Source: an optimization exercise on an open RTL-to-GDS flow (aim: small area and a short achievable clock period). Production flows keep margins and buffers that such runs may drop.
The RTL was checked by simulation tests, not by an equivalence proof against the original design.
Power is estimated from default activity; no workload was simulated.

==> flow/design.v (excerpt) <==
module multiplier (a, b, prod, qnan, infinity, zero, normal, clk);
Size in the first run: ~560 cells after synthesis, ~62 flip-flops, ~53 I/O pins, roughly 0.0053 mm2 of cells after synthesis.
export LEC_CHECK = 0
export CAP_MARGIN = 20
export CORE_MARGIN = 2
export CORE_UTILIZATION = 62
export CTS_BUF_LIST = sky130_fd_sc_hd__clkbuf_8
export PLACE_DENSITY = 0.75
export SLEW_MARGIN = 20
export SYNTH_HIERARCHICAL = 1
create_clock -name core_clock -period 12.0 [get_ports {clk}]
standard.sh (not shown) runs the stock make flow with config.mk's settings and CLKGATE_MAP_FILE= SYNTH_SCRIPT=/design/flow/synth_recipe.tcl, a recipe that flattens the netlist after the stock synthesis.
==> flow/flow/run.sh <==
#!/bin/bash
set -euo pipefail
cp standard.sh standard_copy.sh
sed "s|^make -C|make SETUP_SLACK_MARGIN=8.1 'CTS_ARGS=-sink_clustering_enable -repair_clock_nets -buf_list sky130_fd_sc_hd__clkbuf_8 -dont_use_dummy_load' 'BUFFER_PORTS_ARGS=-buffer_cell sky130_fd_sc_hd__buf_2' -C|" standard.sh > tight.sh
grep -q "BUFFER_PORTS_ARGS=-buffer_cell" tight.sh
bash tight.sh > make_flow.log 2>&1
Change:
==> flow/flow/run.sh (replaced) <==
#!/bin/bash
set -euo pipefail
cp standard.sh standard_copy.sh
sed "s|^make -C|make SETUP_SLACK_MARGIN=7.8 'CTS_ARGS=-sink_clustering_enable -repair_clock_nets -buf_list sky130_fd_sc_hd__clkbuf_8 -dont_use_dummy_load' -C|" standard.sh > tight.sh
grep -q "SETUP_SLACK_MARGIN=7.8 'CTS_ARGS=" tight.sh
bash tight.sh > make_flow.log 2>&1
Settings changed: CORE_UTILIZATION 62 to 55, PLACE_DENSITY 0.75 to 0.7.
Outcome: The changed run finished clean. Sequential cell count stays the same. Critical path depth decreases by 3. Global-route usage decreases by 2.6 points. Maximum frequency decreases by 4.6%.
Change:
==> flow/flow/run.sh (replaced) <==
#!/bin/bash
set -euo pipefail
cp standard.sh standard_copy.sh
sed 's|^make -C|make SETUP_SLACK_MARGIN=7.8 -C|' standard.sh > tight.sh
grep -q "SETUP_SLACK_MARGIN=7.8" tight.sh
bash tight.sh > make_flow.log 2>&1
Result: The changed run completed without violations; total power climbs by about 5%; die area stays the same; core utilization is higher by 1.0 points; clock skew goes down by 0.011 ns.
Change:
==> flow/flow/run.sh (replaced) <==
#!/bin/bash
set -euo pipefail
cp standard.sh standard_copy.sh
sed "s|^make -C|make SETUP_SLACK_MARGIN=7.8 'CTS_ARGS=-sink_clustering_enable -repair_clock_nets -buf_list sky130_fd_sc_hd__clkbuf_8 -dont_use_dummy_load' -C|" standard.sh > tight.sh
grep -q "SETUP_SLACK_MARGIN=7.8 'CTS_ARGS=" tight.sh
bash tight.sh > make_flow.log 2>&1
Settings changed: CAP_MARGIN 20 to 0, CORE_UTILIZATION 55 to 62, CTS_BUF_LIST sky130_fd_sc_hd__clkbuf_8 to unset, PLACE_DENSITY 0.7 to 0.75, SLEW_MARGIN 20 to 0.
Cell area goes down by 2.5%.
Sequential power stays flat.
Routed wire length went down by 1.2%.
Change:
==> flow/flow/run.sh (replaced) <==
#!/bin/bash
set -euo pipefail
cp standard.sh standard_copy.sh
sed "s|^make -C|make SETUP_SLACK_MARGIN=7.8 MATCH_CELL_FOOTPRINT=0 'CTS_ARGS=-sink_clustering_enable -repair_clock_nets -buf_list sky130_fd_sc_hd__clkbuf_8 -dont_use_dummy_load' -C|" standard.sh > tight.sh
grep -q "SETUP_SLACK_MARGIN=7.8 MATCH_CELL_FOOTPRINT=0 'CTS_ARGS=" tight.sh
bash tight.sh > make_flow.log 2>&1
Settings changed: CAP_MARGIN 0 to 20, CTS_BUF_LIST set to sky130_fd_sc_hd__clkbuf_8, SLEW_MARGIN 0 to 20.
What happened: Sequential power hardly moves. Cell area rose by 1.6%. Non-clock buffer count goes up by 10. Worst hold slack hardly moves. Maximum frequency hardly moves.
Change:
==> flow/flow/run.sh (replaced) <==
#!/bin/bash
set -euo pipefail
cp standard.sh standard_copy.sh
sed "s|^make -C|make SETUP_SLACK_MARGIN=8.0 'CTS_ARGS=-sink_clustering_enable -repair_clock_nets -buf_list sky130_fd_sc_hd__clkbuf_4 -dont_use_dummy_load' 'BUFFER_PORTS_ARGS=-buffer_cell sky130_fd_sc_hd__buf_1' -C|" standard.sh > tight.sh
grep -q "BUFFER_PORTS_ARGS=-buffer_cell" tight.sh
bash tight.sh > make_flow.log 2>&1
=> Setup slack gains 0.11 ns. Routed wire length came out lower by 6.2%. Sequential cell count is unchanged. Sequential power is about the same. Maximum frequency rose by 2.7%. Core utilization falls by 3.9 points.


Setup of try-pepper:
multiplier again, from the RTL that the note above started with.
clock: 12.0 ns
lec_check: 0
cap_margin: 20
core_margin: 2
core_utilization: 55
cts_buf_list: sky130_fd_sc_hd__clkbuf_8
place_density: 0.7
slew_margin: 20
synth_hierarchical: 1
==> flow/flow/run.sh <==
#!/bin/bash
set -euo pipefail
cp standard.sh standard_copy.sh
sed 's|^make -C|make SETUP_SLACK_MARGIN=7.8 RECOVER_POWER=100 -C|' standard.sh > tight.sh
grep -q "SETUP_SLACK_MARGIN=7.8 RECOVER_POWER=100" tight.sh
bash tight.sh > make_flow.log 2>&1
diff inputs: try-pepper => try-maple
- swapping 0.7 for 0.75 in PLACE_DENSITY
- swapping 55 for 62 in CORE_UTILIZATION
==> flow/flow/run.sh <==
#!/bin/bash
set -euo pipefail
cp standard.sh standard_copy.sh
sed "s|^make -C|make SETUP_SLACK_MARGIN=8.2 'CTS_ARGS=-sink_clustering_enable -repair_clock_nets -buf_list sky130_fd_sc_hd__clkbuf_8 -dont_use_dummy_load' 'BUFFER_PORTS_ARGS=-buffer_cell sky130_fd_sc_hd__buf_2' -C|" standard.sh > tight.sh
grep -q "BUFFER_PORTS_ARGS=-buffer_cell" tight.sh
bash tight.sh > make_flow.log 2>&1
==> comparison <==
Per the comparison of try-maple with try-pepper, maximum frequency now larger; power density over cell area rose by 9.4%. On power, try-pepper beats try-maple. Area of the multi-input gates: try-maple and try-pepper compared, lower one is try-pepper. Across try-maple and try-pepper, none had a timing, DRC or antenna violation. Relative to try-pepper, wire length of the first global-routing pass increased by about 2.7% in try-maple.
Input changes introduced in try-zinc (baseline for comparison: try-maple):
==> flow/flow/run.sh <==
#!/bin/bash
set -euo pipefail
cp standard.sh standard_copy.sh
sed "s|^make -C|make SETUP_SLACK_MARGIN=8.4 'CTS_ARGS=-sink_clustering_enable -repair_clock_nets -buf_list sky130_fd_sc_hd__clkbuf_8 -dont_use_dummy_load' 'BUFFER_PORTS_ARGS=-buffer_cell sky130_fd_sc_hd__buf_2' -C|" standard.sh > tight.sh
grep -q "BUFFER_PORTS_ARGS=-buffer_cell" tight.sh
bash tight.sh > make_flow.log 2>&1
--- outcome ---
All of try-zinc and try-maple finish clean. Taking try-maple as the reference, in try-zinc register-to-register slack barely changed, number of buffers outside the clock class in the layout increased by 15 relative to the old numbers, count of clock buffers in the final design level. Going from try-maple to try-zinc, number of fillers in the final layout went down about 22%; setup slack went up 0.029 ns; number of DRC violations after detailed-routing iteration 0 went up 64%; post-cts gate resize count went up 74%.
For try-umber, these inputs were changed with respect to try-zinc:
- swapping 62 for 55 in CORE_UTILIZATION
- swapping 0.75 for 0.7 in PLACE_DENSITY
==> flow/flow/run.sh <==
#!/bin/bash
set -euo pipefail
cp standard.sh standard_copy.sh
sed "s|^make -C|make SETUP_SLACK_MARGIN=7.8 'CTS_ARGS=-sink_clustering_enable -repair_clock_nets -buf_list {sky130_fd_sc_hd__clkbuf_4 sky130_fd_sc_hd__clkbuf_8} -dont_use_dummy_load' -C|" standard.sh > tight.sh
grep -q "SETUP_SLACK_MARGIN=7.8 'CTS_ARGS=" tight.sh
bash tight.sh > make_flow.log 2>&1
Notes after the runs:
try-umber ran to completion and came out clean on the timing, DRC and antenna checks. try-umber: die area about 12% above try-zinc. Across both runs, relative area change from synthesis to final layout was lower for try-umber than for try-zinc. Relative to try-zinc, post-layout utilization of the core decreased by 19 points in try-umber. Global-route usage: try-umber < try-zinc. As far as top-level I/O count goes, try-zinc and try-umber are indistinguishable; the numbers are identical. Between try-umber and try-zinc, the worst clock skew does not differ in any meaningful way.

-- separate check: timing with driven ports --
How much do the figures lean on ideal ports? The routed layouts below were timed once more, with nothing changed but the port constraints.
Step 1 (the two cells are an assumption about what drives the block):
set clk [get_ports {clk}]
set_driving_cell -lib_cell sky130_fd_sc_hd__clkbuf_16 $clk
set_driving_cell -lib_cell sky130_fd_sc_hd__buf_2 [delete_from_list [all_inputs] $clk]
Step 2 moves the port delays by t, midway between the first and last clock arrival at a register: inputs arrive t later, outputs are due t later. That takes back most of the time a late clock gives input paths.
a / b / c = ideal / step 1 / step 2; a / b = the first two.
run | t, ns | setup WS [ns] | latest minus earliest clock arrival (ns)
the first run of note 1 | 0.372 | 8.079 / 8.046 / 8.183 | 0.014 / 0.014
the second run of note 1 | 0.366 | 7.891 / 7.858 / 7.942 | 0.018 / 0.018
the third run of note 1 | 0.368 | 7.878 / 7.846 / 8.020 | 0.009 / 0.009
the fourth run of note 1 | 0.364 | 7.875 / 7.844 / 7.932 | 0.014 / 0.014
the fifth run of note 1 | 0.365 | 7.874 / 7.843 / 7.923 | 0.014 / 0.014
the sixth run of note 1 | 0.418 | 7.982 / 7.952 / 8.085 | 0.042 / 0.043
try-pepper | 0.373 | 7.529 / 7.497 / 7.597 | 0.011 / 0.011
try-maple | 0.372 | 8.051 / 8.018 / 8.152 | 0.022 / 0.022
try-zinc | 0.364 | 8.080 / 8.046 / 8.143 | 0.017 / 0.017
try-umber | 0.366 | 7.891 / 7.858 / 7.942 | 0.018 / 0.018
After both steps every run listed still meets setup and hold.
